Background: an optimization exercise with open tools, aiming at small area, a short achievable clock period and few clock cycles. Do not read the settings as production practice.
Function was checked by simulation only, so behaviour that the tests miss may differ from the original.

the previous run:
==> module goldschmidt_divider, before the edit <==
module goldschmidt_divider (
    input wire clk,
    input wire rst_n,
    input wire start,
    input wire [15:0] numerator,       
    input wire [15:0] denominator,     
    output wire [15:0] quotient,       
    output reg valid,
    output wire error
);
reg        busy;
reg [2:0]  cnt;
reg [28:0] xn;       
reg [29:0] accn;
reg [24:0] xd;       
reg [25:0] accd;
reg [11:0] yh;       
reg [6:0]  one_n, two_n, neg_n;
reg [3:0]  lz;       
reg        eq, dz, d3one;
wire [2:0] cnt_nx = busy ? cnt + 3'd1 : 3'd0;
wire       fin    = cnt[0];      
wire [42:0] sumn;
wire [38:0] sumd;
gs_mac_n mn (.a(accn), .x({xn, 1'b0}), .one(one_n), .two(two_n), .neg(neg_n), .s(sumn));
gs_mac_d md (.a(accd), .x({xd, 1'b0}), .one(one_n), .two(two_n), .neg(neg_n), .s(sumd));
function [20:0] booth;       
    input [12:0] v;
    reg [15:0] w;
    integer i;
    begin
        w = {2'b00, v, 1'b0};
        for (i = 0; i < 7; i = i + 1) begin
            booth[i]      = w[2*i+1] ^ w[2*i];
            booth[7 + i]  = (w[2*i+2] & ~w[2*i+1] & ~w[2*i]) | (~w[2*i+2] & w[2*i+1] & w[2*i]);
            booth[14 + i] = w[2*i+2] & ~(w[2*i+1] & w[2*i]);
        end
    end
endfunction
wire [12:0] nxdig = ~sumd[24:12];    
wire [20:0] bnext = !busy ? booth(f0m1) : fin ? booth({1'b0, yh}) : booth(nxdig);
wire [15:0] d = denominator;
wire        z3 = (d[15:8] == 8'd0);
wire [15:0] d3 = z3 ? {d[7:0], 8'd0} : d;
wire        z2 = (d3[15:12] == 4'd0);
wire [15:0] d2 = z2 ? {d3[11:0], 4'd0} : d3;
wire        z1 = (d2[15:14] == 2'd0);
wire [15:0] d1 = z1 ? {d2[13:0], 2'd0} : d2;
wire        z0 = ~d1[15];
wire [15:0] d0 = z0 ? {d1[14:0], 1'b0} : d1;
wire [11:0] dn = d0[15:4];
reg [12:0] f0m1;     
always @(*) begin
    case (dn[10:8])
        3'd0: f0m1 = 13'd8191;
        3'd1: f0m1 = 13'd7281;
        3'd2: f0m1 = 13'd6553;
        3'd3: f0m1 = 13'd5957;
        3'd4: f0m1 = 13'd5460;
        3'd5: f0m1 = 13'd5040;
        3'd6: f0m1 = 13'd4680;
        default: f0m1 = 13'd4368;
    endcase
end
wire [28:0] n4   = xn + {11'd0, accn[29:12]};
wire [43:0] qsh = {15'd0, n4} << lz;
assign quotient = eq ? 16'h1000 : qsh[31:16];
assign error    = dz;
always @(posedge clk or negedge rst_n) begin
    if (!rst_n) begin
        busy  <= 1'b0;
        valid <= 1'b0;
    end else begin
        valid <= busy & (cnt == 3'd5);
        if (!busy)
            busy <= start;
        else if (cnt == 3'd5)
            busy <= 1'b0;
    end
end
always @(posedge clk) begin
    cnt <= cnt_nx;
    {neg_n, two_n, one_n} <= bnext;
    if (!busy) begin
        xn   <= {2'd0, numerator, 11'd0};
        accn <= {2'd0, numerator, 12'd0};
        xd   <= {2'd0, dn, 11'd0};
        accd <= {2'd0, dn, 12'd0};
        lz   <= {z3, z2, z1, z0};
        eq   <= (numerator == denominator);
        dz   <= (denominator == 16'd0);
    end else if (fin) begin
        accn <= (cnt[2] & d3one) ? 30'd0 : sumn[42:13];
        accd <= sumd[38:13];
    end else begin
        xn   <= sumn[40:12];
        accn <= {sumn[40:12], 1'b0};
        xd   <= sumd[36:12];
        accd <= {sumd[36:12], 1'b0};
        yh   <= ~sumd[36:25];
        d3one <= sumd[36];
    end
end
endmodule
export LEC_CHECK = 0
export ABC_AREA = 1
export CAP_MARGIN = 20
export CORE_MARGIN = 2
export CORE_UTILIZATION = 50
export SETUP_SLACK_MARGIN = 5
export SLEW_MARGIN = 20
create_clock -name core_clock -period 11.0 [get_ports {clk}]
standard.sh (not shown) runs the stock make flow with config.mk's settings and CLKGATE_MAP_FILE= SYNTH_SCRIPT=/design/flow/synth_recipe.tcl, a recipe that flattens the netlist after the stock synthesis.
==> flow/flow/run.sh <==
#!/bin/bash
# The standard layout (standard.sh), with one change to synthesis:
# SYNTH_ARGS=-noabc skips the quick ABC pass inside Yosys's "synth" fine
# stage, so extract_fa sees the adder trees as written and maps them to
# full adders without inverters between them.  Registers, their names and
# cell types are those of the standard synthesis; the final ABC mapping,
# floorplan, placement, CTS, routing and constraints are the standard ones.
set -euo pipefail
bash standard.sh SYNTH_ARGS=-noabc finish > standard.log 2>&1
Testbench counts of the previous run, summed over its fixed seeds: cycles 112,000.
For the current run, these inputs were changed with respect to the previous run:
--- a/flow/design.v
+++ b/flow/design.v
@@ -62,7 +62,9 @@
         default: f0m1 = 13'd4368;
     endcase
 end
-wire [28:0] n4   = xn + {11'd0, accn[29:12]};
+reg  [10:0] xinc;
+wire [18:0] n4lo = {1'b0, xn[17:0]} + {1'b0, accn[29:12]};
+wire [28:0] n4   = {n4lo[18] ? xinc : xn[28:18], n4lo[17:0]};
 wire [43:0] qsh = {15'd0, n4} << lz;
 assign quotient = eq ? 16'h1000 : qsh[31:16];
 assign error    = dz;
@@ -80,6 +82,7 @@
 end
 always @(posedge clk) begin
     cnt <= cnt_nx;
+    xinc <= xn[28:18] + 11'd1;
     {neg_n, two_n, one_n} <= bnext;
     if (!busy) begin
         xn   <= {2'd0, numerator, 11'd0};
Re number of cell rows: the current run is about 1.2% down on the previous run.
| buffering stage count on the worst path with inverters included | lower: the current run |
Changes observed in the current run relative to the previous run: pin count of the biggest net entering global routing decreased by 13 relative to the old numbers, post-synth design cell area closely matched the old numbers, relative slew slack increased by 3.5 points relative to the old numbers, multi-input logic portion of the cell area decreased by 1.7 points relative to the old numbers, count of filler cells inserted in the layout decreased by 144 relative to the old numbers.
Number of cells on the critical path: lower on the current run
Testbench counts of the current run, summed over its fixed seeds: cycles 112,000.

## re-timing with driven ports
No port has a modelled driver above. Below, the same layouts with a new extraction and two added sets of constraints. Step 1: set_driving_cell puts a clkbuf_16 on clk and a buf_2 on each other input, an assumption about the parent block. Step 2, shift: input delay + t, output delay - t, t = (earliest + latest rising clock arrival at the registers) / 2. This alone moves slack from input paths to output paths. a / b / c = no drivers / after step 1 / after step 2; a / b = the first two.
run | shift t [ns] | setup WS [ns] | worst setup path after step 2
the previous run | 0.557 | 5.096 / 5.095 / 5.096 | register to register
the current run | 0.557 | 5.182 / 5.117 / 5.191 | register to register
After both steps every run listed still meets setup and hold.
